This is an optimization exercise on Yosys and OpenROAD, whose aim is small area, a short achievable clock period and few clock cycles per item, not a production implementation.
Function was checked by simulation only, so behaviour that the tests miss may differ from the original.
The clock port is modelled as an ideal driver, which makes a skipped or thinned clock tree look cheaper than it is; a real chip needs a root buffer or a tree.
Power figures rest on the tool's default switching activity, not on a simulated workload.

Design arbiter, start of the top module:
module arbiter
(
	input  wire          axis_aclk,
	input  wire          axis_aresetn,
	input  wire [31 : 0] s0a_axis_tdata,
	input  wire  		 s0a_axis_tvalid,
	output wire  		 s0a_axis_tready,
	input  wire  		 s0a_axis_tlast,
	input  wire [31 : 0] s0b_axis_tdata,
	input  wire          s0b_axis_tvalid,
	output wire          s0b_axis_tready,
	input  wire          s0b_axis_tlast,
	output wire [31 : 0] m0k_axis_tdata,
	output wire          m0k_axis_tvalid,
	input wire           m0k_axis_tready,
	output wire          m0k_axis_tlast,
    output wire          m0k_axis_a,
    output wire          m0k_axis_b
);
Size in the first run: about 46 cells after synthesis, about 110 I/O pins.
Settings: LEC_CHECK=0, CAP_MARGIN=20, CORE_AREA=2.3 2.72 67.62 65.28, DIE_AREA=0 0 70 68, SLEW_MARGIN=20; clock period 4.0 ns.
standard.sh (not shown) runs the stock make flow with config.mk's settings and CLKGATE_MAP_FILE= SYNTH_SCRIPT=/design/flow/synth_recipe.tcl, a recipe that flattens the netlist after the stock synthesis.
==> flow/flow/run.sh <==
#!/bin/bash
set -euo pipefail
R=orfs/results/sky130hd/arbiter/base
VARS=(BUFFER_PORTS_ARGS="-buffer_cell sky130_fd_sc_hd__buf_1" GPL_TIMING_DRIVEN=0)

bash standard.sh synth > synth.log 2>&1

regs() { grep -oE 'sky130_fd_sc_hd__(df|ed|sdf|dl)[a-z]+_[0-9]+ +[^ (]+' "$1" | sed -E 's/_[0-9]+ +/ /' | sort; }
regs $R/1_2_yosys.v > regs_standard.txt
regs flow/netlist.v > regs_hand.txt
if [[ -s regs_standard.txt ]] && cmp -s regs_standard.txt regs_hand.txt; then
  echo "registers match: using flow/netlist.v" > netlist_choice.log
  cp $R/1_2_yosys.v $R/1_2_yosys_standard.v
  cp flow/netlist.v $R/1_2_yosys.v
  rm -f $R/1_synth.odb $R/1_synth.sdc
  bash standard.sh synth > synth_odb.log 2>&1
else
  echo "registers differ: keeping the standard netlist" > netlist_choice.log
fi

bash standard.sh "${VARS[@]}" place > place.log 2>&1

# clock: one buffer instead of ORFS's CTS step
RESULTS=$R CLOCK_BUFFER=sky130_fd_sc_hd__clkbuf_1 \
  openroad -no_init -exit flow/clock_buffer.tcl > clock_buffer.log 2>&1
cp $R/4_1_cts.odb $R/4_cts.odb
{ cat $R/3_place.sdc; echo "set_propagated_clock [get_clocks {core_clock}]"; } > $R/4_cts.sdc

bash standard.sh "${VARS[@]}" finish > standard.log 2>&1
==> flow/flow/netlist.v <==
/* hand-mapped netlist of arbiter, see gen/mknet.py */
module arbiter(axis_aclk, axis_aresetn, s0a_axis_tdata, s0a_axis_tvalid, s0a_axis_tready, s0a_axis_tlast, s0b_axis_tdata, s0b_axis_tvalid, s0b_axis_tready, s0b_axis_tlast, m0k_axis_tdata, m0k_axis_tvalid, m0k_axis_tready, m0k_axis_tlast, m0k_axis_a, m0k_axis_b);
  input axis_aclk;
  input axis_aresetn;
  input [31:0] s0a_axis_tdata;
  input s0a_axis_tvalid;
  output s0a_axis_tready;
  input s0a_axis_tlast;
  input [31:0] s0b_axis_tdata;
  input s0b_axis_tvalid;
  output s0b_axis_tready;
  input s0b_axis_tlast;
  output [31:0] m0k_axis_tdata;
  output m0k_axis_tvalid;
  input m0k_axis_tready;
  output m0k_axis_tlast;
  output m0k_axis_a;
  output m0k_axis_b;

  wire gb;
  wire gax;
  wire gbx;
  wire take;
  wire idle;
  wire flip;
  wire gb_nxt;
  wire nlk;
  wire lock_nxt;
  wire lock;
  sky130_fd_sc_hd__inv_6 gbuf_a (.A(gb), .Y(gax));
  sky130_fd_sc_hd__buf_6 gbuf_b (.A(gb), .X(gbx));
  sky130_fd_sc_hd__a22o_1 mx_d0 (.A1(s0a_axis_tdata[0]), .A2(gax), .B1(s0b_axis_tdata[0]), .B2(gbx), .X(m0k_axis_tdata[0]));
  sky130_fd_sc_hd__a22o_1 mx_d1 (.A1(s0a_axis_tdata[1]), .A2(gax), .B1(s0b_axis_tdata[1]), .B2(gbx), .X(m0k_axis_tdata[1]));
  sky130_fd_sc_hd__a22o_1 mx_d2 (.A1(s0a_axis_tdata[2]), .A2(gax), .B1(s0b_axis_tdata[2]), .B2(gbx), .X(m0k_axis_tdata[2]));
  sky130_fd_sc_hd__a22o_1 mx_d3 (.A1(s0a_axis_tdata[3]), .A2(gax), .B1(s0b_axis_tdata[3]), .B2(gbx), .X(m0k_axis_tdata[3]));
  sky130_fd_sc_hd__a22o_1 mx_d4 (.A1(s0a_axis_tdata[4]), .A2(gax), .B1(s0b_axis_tdata[4]), .B2(gbx), .X(m0k_axis_tdata[4]));
  sky130_fd_sc_hd__a22o_1 mx_d5 (.A1(s0a_axis_tdata[5]), .A2(gax), .B1(s0b_axis_tdata[5]), .B2(gbx), .X(m0k_axis_tdata[5]));
  sky130_fd_sc_hd__a22o_1 mx_d6 (.A1(s0a_axis_tdata[6]), .A2(gax), .B1(s0b_axis_tdata[6]), .B2(gbx), .X(m0k_axis_tdata[6]));
  sky130_fd_sc_hd__a22o_1 mx_d7 (.A1(s0a_axis_tdata[7]), .A2(gax), .B1(s0b_axis_tdata[7]), .B2(gbx), .X(m0k_axis_tdata[7]));
  sky130_fd_sc_hd__a22o_1 mx_d8 (.A1(s0a_axis_tdata[8]), .A2(gax), .B1(s0b_axis_tdata[8]), .B2(gbx), .X(m0k_axis_tdata[8]));
  sky130_fd_sc_hd__a22o_1 mx_d9 (.A1(s0a_axis_tdata[9]), .A2(gax), .B1(s0b_axis_tdata[9]), .B2(gbx), .X(m0k_axis_tdata[9]));
  sky130_fd_sc_hd__a22o_1 mx_d10 (.A1(s0a_axis_tdata[10]), .A2(gax), .B1(s0b_axis_tdata[10]), .B2(gbx), .X(m0k_axis_tdata[10]));
  sky130_fd_sc_hd__a22o_1 mx_d11 (.A1(s0a_axis_tdata[11]), .A2(gax), .B1(s0b_axis_tdata[11]), .B2(gbx), .X(m0k_axis_tdata[11]));
  sky130_fd_sc_hd__a22o_1 mx_d12 (.A1(s0a_axis_tdata[12]), .A2(gax), .B1(s0b_axis_tdata[12]), .B2(gbx), .X(m0k_axis_tdata[12]));
  sky130_fd_sc_hd__a22o_1 mx_d13 (.A1(s0a_axis_tdata[13]), .A2(gax), .B1(s0b_axis_tdata[13]), .B2(gbx), .X(m0k_axis_tdata[13]));
  sky130_fd_sc_hd__a22o_1 mx_d14 (.A1(s0a_axis_tdata[14]), .A2(gax), .B1(s0b_axis_tdata[14]), .B2(gbx), .X(m0k_axis_tdata[14]));
  sky130_fd_sc_hd__a22o_1 mx_d15 (.A1(s0a_axis_tdata[15]), .A2(gax), .B1(s0b_axis_tdata[15]), .B2(gbx), .X(m0k_axis_tdata[15]));
  sky130_fd_sc_hd__a22o_1 mx_d16 (.A1(s0a_axis_tdata[16]), .A2(gax), .B1(s0b_axis_tdata[16]), .B2(gbx), .X(m0k_axis_tdata[16]));
  sky130_fd_sc_hd__a22o_1 mx_d17 (.A1(s0a_axis_tdata[17]), .A2(gax), .B1(s0b_axis_tdata[17]), .B2(gbx), .X(m0k_axis_tdata[17]));
  sky130_fd_sc_hd__a22o_1 mx_d18 (.A1(s0a_axis_tdata[18]), .A2(gax), .B1(s0b_axis_tdata[18]), .B2(gbx), .X(m0k_axis_tdata[18]));
  sky130_fd_sc_hd__a22o_1 mx_d19 (.A1(s0a_axis_tdata[19]), .A2(gax), .B1(s0b_axis_tdata[19]), .B2(gbx), .X(m0k_axis_tdata[19]));
  sky130_fd_sc_hd__a22o_1 mx_d20 (.A1(s0a_axis_tdata[20]), .A2(gax), .B1(s0b_axis_tdata[20]), .B2(gbx), .X(m0k_axis_tdata[20]));
  sky130_fd_sc_hd__a22o_1 mx_d21 (.A1(s0a_axis_tdata[21]), .A2(gax), .B1(s0b_axis_tdata[21]), .B2(gbx), .X(m0k_axis_tdata[21]));
  sky130_fd_sc_hd__a22o_1 mx_d22 (.A1(s0a_axis_tdata[22]), .A2(gax), .B1(s0b_axis_tdata[22]), .B2(gbx), .X(m0k_axis_tdata[22]));
  sky130_fd_sc_hd__a22o_1 mx_d23 (.A1(s0a_axis_tdata[23]), .A2(gax), .B1(s0b_axis_tdata[23]), .B2(gbx), .X(m0k_axis_tdata[23]));
  sky130_fd_sc_hd__a22o_1 mx_d24 (.A1(s0a_axis_tdata[24]), .A2(gax), .B1(s0b_axis_tdata[24]), .B2(gbx), .X(m0k_axis_tdata[24]));
  sky130_fd_sc_hd__a22o_1 mx_d25 (.A1(s0a_axis_tdata[25]), .A2(gax), .B1(s0b_axis_tdata[25]), .B2(gbx), .X(m0k_axis_tdata[25]));
  sky130_fd_sc_hd__a22o_1 mx_d26 (.A1(s0a_axis_tdata[26]), .A2(gax), .B1(s0b_axis_tdata[26]), .B2(gbx), .X(m0k_axis_tdata[26]));
  sky130_fd_sc_hd__a22o_1 mx_d27 (.A1(s0a_axis_tdata[27]), .A2(gax), .B1(s0b_axis_tdata[27]), .B2(gbx), .X(m0k_axis_tdata[27]));
  sky130_fd_sc_hd__a22o_1 mx_d28 (.A1(s0a_axis_tdata[28]), .A2(gax), .B1(s0b_axis_tdata[28]), .B2(gbx), .X(m0k_axis_tdata[28]));
  sky130_fd_sc_hd__a22o_1 mx_d29 (.A1(s0a_axis_tdata[29]), .A2(gax), .B1(s0b_axis_tdata[29]), .B2(gbx), .X(m0k_axis_tdata[29]));
  sky130_fd_sc_hd__a22o_1 mx_d30 (.A1(s0a_axis_tdata[30]), .A2(gax), .B1(s0b_axis_tdata[30]), .B2(gbx), .X(m0k_axis_tdata[30]));
  sky130_fd_sc_hd__a22o_1 mx_d31 (.A1(s0a_axis_tdata[31]), .A2(gax), .B1(s0b_axis_tdata[31]), .B2(gbx), .X(m0k_axis_tdata[31]));
  sky130_fd_sc_hd__a22o_1 mx_v (.A1(s0a_axis_tvalid), .A2(gax), .B1(s0b_axis_tvalid), .B2(gbx), .X(m0k_axis_tvalid));
  sky130_fd_sc_hd__a22o_1 mx_l (.A1(s0a_axis_tlast), .A2(gax), .B1(s0b_axis_tlast), .B2(gbx), .X(m0k_axis_tlast));
  sky130_fd_sc_hd__and2_1 g_take (.A(m0k_axis_tvalid), .B(m0k_axis_tready), .X(take));
  sky130_fd_sc_hd__nor2_1 g_idle (.A(m0k_axis_tvalid), .B(lock), .Y(idle));
  sky130_fd_sc_hd__a21o_1 g_flip (.A1(take), .A2(m0k_axis_tlast), .B1(idle), .X(flip));
  sky130_fd_sc_hd__xor2_1 g_gbn (.A(gb), .B(flip), .X(gb_nxt));
  sky130_fd_sc_hd__nor2_1 g_nlk (.A(take), .B(lock), .Y(nlk));
  sky130_fd_sc_hd__a21oi_1 g_lock (.A1(take), .A2(m0k_axis_tlast), .B1(nlk), .Y(lock_nxt));
  sky130_fd_sc_hd__and2_1 g_rdya (.A(m0k_axis_tready), .B(gax), .X(s0a_axis_tready));
  sky130_fd_sc_hd__and2_1 g_rdyb (.A(m0k_axis_tready), .B(gbx), .X(s0b_axis_tready));
  sky130_fd_sc_hd__dfrtp_2 \gb$_DFF_PN0_  (.CLK(axis_aclk), .D(gb_nxt), .RESET_B(axis_aresetn), .Q(gb));
  sky130_fd_sc_hd__dfrtp_1 \lock$_DFFE_PN0P_  (.CLK(axis_aclk), .D(lock_nxt), .RESET_B(axis_aresetn), .Q(lock));
  assign m0k_axis_a = gax;
  assign m0k_axis_b = gbx;
endmodule
Other scripts of this flow, unchanged in this note and not shown: flow/flow/clock_buffer.tcl
Testbench counts at the start, summed over its fixed seeds: cycles 32,207, items 24,069.
==> next run, changes <==
--- a/flow/flow/netlist.v
+++ b/flow/flow/netlist.v
@@ -21,4 +21,5 @@
   wire gax;
   wire gbx;
+  wire sl_c;
   wire take;
   wire idle;
@@ -64,10 +65,11 @@
   sky130_fd_sc_hd__a22o_1 mx_v (.A1(s0a_axis_tvalid), .A2(gax), .B1(s0b_axis_tvalid), .B2(gbx), .X(m0k_axis_tvalid));
   sky130_fd_sc_hd__a22o_1 mx_l (.A1(s0a_axis_tlast), .A2(gax), .B1(s0b_axis_tlast), .B2(gbx), .X(m0k_axis_tlast));
+  sky130_fd_sc_hd__a22o_1 mx_lc (.A1(s0a_axis_tlast), .A2(gax), .B1(s0b_axis_tlast), .B2(gbx), .X(sl_c));
   sky130_fd_sc_hd__and2_1 g_take (.A(m0k_axis_tvalid), .B(m0k_axis_tready), .X(take));
   sky130_fd_sc_hd__nor2_1 g_idle (.A(m0k_axis_tvalid), .B(lock), .Y(idle));
-  sky130_fd_sc_hd__a21o_1 g_flip (.A1(take), .A2(m0k_axis_tlast), .B1(idle), .X(flip));
+  sky130_fd_sc_hd__a21o_1 g_flip (.A1(take), .A2(sl_c), .B1(idle), .X(flip));
   sky130_fd_sc_hd__xor2_1 g_gbn (.A(gb), .B(flip), .X(gb_nxt));
   sky130_fd_sc_hd__nor2_1 g_nlk (.A(take), .B(lock), .Y(nlk));
-  sky130_fd_sc_hd__a21oi_1 g_lock (.A1(take), .A2(m0k_axis_tlast), .B1(nlk), .Y(lock_nxt));
+  sky130_fd_sc_hd__a21oi_1 g_lock (.A1(take), .A2(sl_c), .B1(nlk), .Y(lock_nxt));
   sky130_fd_sc_hd__and2_1 g_rdya (.A(m0k_axis_tready), .B(gax), .X(s0a_axis_tready));
   sky130_fd_sc_hd__and2_1 g_rdyb (.A(m0k_axis_tready), .B(gbx), .X(s0b_axis_tready));
=> Worst setup slack is better by 15 ps. Total power went up by 0.87%. Via count came out lower by 2.6%. Fmax increases by 0.72%. Core utilization grows by 0.21 points. Final cell count goes up by 0.49%. Final area rose by 0.99%. Register-to-register slack is about the same.
==> next run, changes <==
--- a/flow/flow/netlist.v
+++ b/flow/flow/netlist.v
@@ -22,4 +22,5 @@
   wire gbx;
   wire sl_c;
+  wire nsv_c;
   wire take;
   wire idle;
@@ -66,6 +67,7 @@
   sky130_fd_sc_hd__a22o_1 mx_l (.A1(s0a_axis_tlast), .A2(gax), .B1(s0b_axis_tlast), .B2(gbx), .X(m0k_axis_tlast));
   sky130_fd_sc_hd__a22o_1 mx_lc (.A1(s0a_axis_tlast), .A2(gax), .B1(s0b_axis_tlast), .B2(gbx), .X(sl_c));
-  sky130_fd_sc_hd__and2_1 g_take (.A(m0k_axis_tvalid), .B(m0k_axis_tready), .X(take));
-  sky130_fd_sc_hd__nor2_1 g_idle (.A(m0k_axis_tvalid), .B(lock), .Y(idle));
+  sky130_fd_sc_hd__a22oi_1 mx_nvc (.A1(s0a_axis_tvalid), .A2(gax), .B1(s0b_axis_tvalid), .B2(gbx), .Y(nsv_c));
+  sky130_fd_sc_hd__nor2b_1 g_take (.A(nsv_c), .B_N(m0k_axis_tready), .Y(take));
+  sky130_fd_sc_hd__nor2b_1 g_idle (.A(lock), .B_N(nsv_c), .Y(idle));
   sky130_fd_sc_hd__a21o_1 g_flip (.A1(take), .A2(sl_c), .B1(idle), .X(flip));
   sky130_fd_sc_hd__xor2_1 g_gbn (.A(gb), .B(flip), .X(gb_nxt));
@@ -74,5 +76,5 @@
   sky130_fd_sc_hd__and2_1 g_rdya (.A(m0k_axis_tready), .B(gax), .X(s0a_axis_tready));
   sky130_fd_sc_hd__and2_1 g_rdyb (.A(m0k_axis_tready), .B(gbx), .X(s0b_axis_tready));
-  sky130_fd_sc_hd__dfrtp_2 \gb$_DFF_PN0_  (.CLK(axis_aclk), .D(gb_nxt), .RESET_B(axis_aresetn), .Q(gb));
+  sky130_fd_sc_hd__dfrtp_1 \gb$_DFF_PN0_  (.CLK(axis_aclk), .D(gb_nxt), .RESET_B(axis_aresetn), .Q(gb));
   sky130_fd_sc_hd__dfrtp_1 \lock$_DFFE_PN0P_  (.CLK(axis_aclk), .D(lock_nxt), .RESET_B(axis_aresetn), .Q(lock));
   assign m0k_axis_a = gax;
Effect: The changed run passed the timing, DRC and antenna checks. Worst setup slack is better by 18 ps. First-iteration DRC count is higher by 50%. Sequential cell count is unchanged. Sequential share of layout area is lower by 0.19 points. Die area stays the same. Clock skew barely changes. Power is higher by about 1.8%. Synthesized cell count is higher by about 2%.
In every run of this note, the design's own scripts or RTL, not TritonCTS, make the clock network.

[static timing again, ports no longer ideal]
No port has a modelled driver above. Below, the same layouts with a new extraction and two added sets of constraints.
Step 1, drivers: a clkbuf_16 drives axis_aclk and a buf_2 each remaining input, both assumed.
Step 2 times the ports against the registers' clock, not the clock port: input delays grow and output delays shrink by t, the midpoint of the rising clock arrivals with the driver on.
Three values: ideal, step 1, step 2; two values: the first two.
| run | t (ns) | setup slack, ns | worst register clock-pin slew, ns |
|---|---|---|---|
| the first run | 0.092 | 1.955 / 1.934 / 1.934 | 0.06 / 0.06 |
| the second run | 0.091 | 1.969 / 1.950 / 1.950 | 0.06 / 0.06 |
| the third run | 0.096 | 1.987 / 1.968 / 1.968 | 0.07 / 0.07 |
After both steps setup and hold are still met in every run listed. The setup slack of the first run, which loses most, moves by -0.021 ns with the drivers and by -0.021 ns with both steps.
